This is an optimization exercise on Yosys and OpenROAD, whose aim is small area, not a production implementation. In this exercise RTL edits were held to simulation tests only and were not proved equivalent to the original. The flow treats the clock pin as an ideal source, which a real chip does not have.

## PingPong
module PingPong (
  input logic rst,
  input logic clk,
  input logic [31:0] dimensions,
  input logic [31:0] ballPosition,
  input logic [31:0] ballVelocity,
  input logic [31:0] leftPaddlePosition,
  input logic [31:0] rightPaddlePosition,
  output logic [15:0] scoreOut,
  output logic [31:0] leftPaddlePositionOut,
  output logic [31:0] rightPaddlePositionOut,
  output logic [31:0] ballPositionOut,
  output logic [31:0] ballVelocityOut
);
  logic [1:0] score_update;    
  logic [15:0] score_reg;
  PaddleAlgorithm automatedPaddle (
    .clk(clk),
    .rst(rst),
    .ballPosition(ballPosition),
    .dimensions(dimensions),
    .paddlePositionIn(leftPaddlePosition),
    .paddlePositionOut(leftPaddlePositionOut)
  );
  BallPhysics ballPixel (
    .rst(rst),
    .clk(clk),
    .dimensions(dimensions),
    .ballPosition(ballPosition),
    .ballVelocity(ballVelocity),
    .leftPaddlePosition(leftPaddlePosition),
    .rightPaddlePosition(rightPaddlePosition),
    .playerDidScore(score_update),
    .ballPositionOut(ballPositionOut),
    .ballVelocityOut(ballVelocityOut)
  );
  function automatic [7:0] inc8(input [7:0] a, input cin);
    logic c;
    c = cin;
    for (int i = 0; i < 8; i++) begin
      inc8[i] = a[i] ^ c;
      c = a[i] & c;
    end
  endfunction
  always_ff @(posedge clk) begin
    if (rst == 1'b0) score_reg <= 16'h0000;
    else begin
      score_reg[15:8] <= inc8(score_reg[15:8], score_update[1]);
  ...
Size in the first run: roughly 1,000 cells after synthesis, roughly 110 flip-flops, roughly 310 I/O pins.
export LEC_CHECK = 0
export CAP_MARGIN = 0
export CORE_MARGIN = 2
export CORE_UTILIZATION = 60
export SLEW_MARGIN = 0
create_clock -name core_clock -period 10.0 [get_ports {clk}]
standard.sh (not shown) runs the stock make flow with config.mk's settings and CLKGATE_MAP_FILE= SYNTH_SCRIPT=/design/flow/synth_recipe.tcl, a recipe that flattens the netlist after the stock synthesis.
==> flow/flow/run.sh <==
#!/bin/bash
# Own layout flow: the standard ORFS flow with
#  - synthesis: full adders only (half adders on the don't-use list) and an
#    area-oriented abc script; registers are the standard synthesis's
#  - port buffers of the smallest buffer cell
#  - a clock tree of small buffers without dummy loads
set -euo pipefail
W=$(pwd)
export MY_WORK=$W
export MY_ABC_SCRIPT=$W/flow/abc_area.script
PLATFORM_DU="sky130_fd_sc_hd__probe_p_8 sky130_fd_sc_hd__probec_p_8 sky130_fd_sc_hd__lpflow_bleeder_1 sky130_fd_sc_hd__lpflow_clkbufkapwr_1 sky130_fd_sc_hd__lpflow_clkbufkapwr_16 sky130_fd_sc_hd__lpflow_clkbufkapwr_2 sky130_fd_sc_hd__lpflow_clkbufkapwr_4 sky130_fd_sc_hd__lpflow_clkbufkapwr_8 sky130_fd_sc_hd__lpflow_clkinvkapwr_1 sky130_fd_sc_hd__lpflow_clkinvkapwr_16 sky130_fd_sc_hd__lpflow_clkinvkapwr_2 sky130_fd_sc_hd__lpflow_clkinvkapwr_4 sky130_fd_sc_hd__lpflow_clkinvkapwr_8 sky130_fd_sc_hd__lpflow_decapkapwr_12 sky130_fd_sc_hd__lpflow_decapkapwr_3 sky130_fd_sc_hd__lpflow_decapkapwr_4 sky130_fd_sc_hd__lpflow_decapkapwr_6 sky130_fd_sc_hd__lpflow_decapkapwr_8 sky130_fd_sc_hd__lpflow_inputiso0n_1 sky130_fd_sc_hd__lpflow_inputiso0p_1 sky130_fd_sc_hd__lpflow_inputiso1n_1 sky130_fd_sc_hd__lpflow_inputiso1p_1 sky130_fd_sc_hd__lpflow_inputisolatch_1 sky130_fd_sc_hd__lpflow_isobufsrc_1 sky130_fd_sc_hd__lpflow_isobufsrc_16 sky130_fd_sc_hd__lpflow_isobufsrc_2 sky130_fd_sc_hd__lpflow_isobufsrc_4 sky130_fd_sc_hd__lpflow_isobufsrc_8 sky130_fd_sc_hd__lpflow_isobufsrckapwr_16 sky130_fd_sc_hd__lpflow_lsbuf_lh_hl_isowell_tap_1 sky130_fd_sc_hd__lpflow_lsbuf_lh_hl_isowell_tap_2 sky130_fd_sc_hd__lpflow_lsbuf_lh_hl_isowell_tap_4 sky130_fd_sc_hd__lpflow_lsbuf_lh_isowell_4 sky130_fd_sc_hd__lpflow_lsbuf_lh_isowell_tap_1 sky130_fd_sc_hd__lpflow_lsbuf_lh_isowell_tap_2 sky130_fd_sc_hd__lpflow_lsbuf_lh_isowell_tap_4"
DU="$PLATFORM_DU sky130_fd_sc_hd__ha_1 sky130_fd_sc_hd__ha_2 sky130_fd_sc_hd__ha_4"
CTS="-sink_clustering_enable -repair_clock_nets -dont_use_dummy_load -buf_list sky130_fd_sc_hd__clkbuf_4 -sink_clustering_size 24 -sink_clustering_max_diameter 60"
make -C "$FLOW_HOME" DESIGN_CONFIG="$W/config.mk" WORK_HOME="$W/orfs" CLKGATE_MAP_FILE= \
  SYNTH_SCRIPT="$W/flow/synth.tcl" "DONT_USE_CELLS=$DU" \
  "BUFFER_PORTS_ARGS=-buffer_cell sky130_fd_sc_hd__buf_1" "CTS_ARGS=$CTS" "POST_CTS_TCL=$W/flow/cts_post.tcl" \
  finish > "$W/make.log" 2>&1
R=$W/orfs/results/sky130hd/PingPong/base
: # left out here: write the final layout as DEF
==> flow/flow/cts_post.tcl <==
# After CTS: a leaf clock buffer that drives many flip-flops gets the next
# drive strength up, to keep a margin on the flip-flops' clock-pin slew.
set upsized 0
foreach inst [get_cells clkbuf_*] {
  if {[get_property $inst ref_name] ne "sky130_fd_sc_hd__clkbuf_4"} { continue }
  set out [get_pins -of_objects $inst -filter "direction==output"]
  set fanout [expr {[llength [get_pins -of_objects [get_nets -of_objects $out]]] - 1}]
  if {$fanout >= 10} {
    replace_cell $inst sky130_fd_sc_hd__clkbuf_8
    incr upsized
  }
}
puts "cts_post: upsized $upsized leaf clock buffers"
if {$upsized > 0} {
  detailed_placement
  estimate_parasitics -placement
}
Other scripts of this flow, unchanged in this note and not shown: flow/flow/abc_area.script, flow/flow/synth.tcl
Rerun with:
--- a/flow/flow/run.sh
+++ b/flow/flow/run.sh
@@ -16 +16 @@
-  "BUFFER_PORTS_ARGS=-buffer_cell sky130_fd_sc_hd__buf_1" "CTS_ARGS=$CTS" "POST_CTS_TCL=$W/flow/cts_post.tcl" \
+  "BUFFER_PORTS_ARGS=-buffer_cell sky130_fd_sc_hd__buf_1" "CTS_ARGS=$CTS" \
- CAP_MARGIN: 0 -> 20
- CORE_UTILIZATION: 60 -> 40
- SLEW_MARGIN: 0 -> 20
removed: flow/flow/cts_post.tcl
Effect: The new run went through all stages and came out clean; cell area went up by 1.5%; die area went up by about 50%; sequential share of layout area went down by 0.36 points.

## separate check: timing with driven ports
How much do the figures lean on ideal ports? The routed layouts below were timed once more, with nothing changed but the port constraints.
Step 1 (the two cells are an assumption about what drives the block):
set clk [get_ports {clk}]
set_driving_cell -lib_cell sky130_fd_sc_hd__clkbuf_16 $clk
set_driving_cell -lib_cell sky130_fd_sc_hd__buf_2 [delete_from_list [all_inputs] $clk]
Step 2 also shifts input and output timing later by t, the mid clock arrival at the registers, as if the neighbouring blocks saw the same clock.
Slacks: no drivers / after step 1 / after step 2; pairs: no drivers / after step 1.
run	t, ns	slack for setup (ns)	worst setup path at the end	clock arrival spread, ns	worst register clock-pin slew, ns
the first run	0.432	0.490 / 0.505 / 0.073	input to register	0.049 / 0.049	0.10 / 0.10
the second run	0.540	0.740 / 0.703 / 0.206	input to register	0.043 / 0.042	0.12 / 0.12
After both steps setup and hold are still met in every run listed. The setup slack of the second run, which loses most, moves by -0.037 ns with the drivers and by -0.534 ns with both steps.
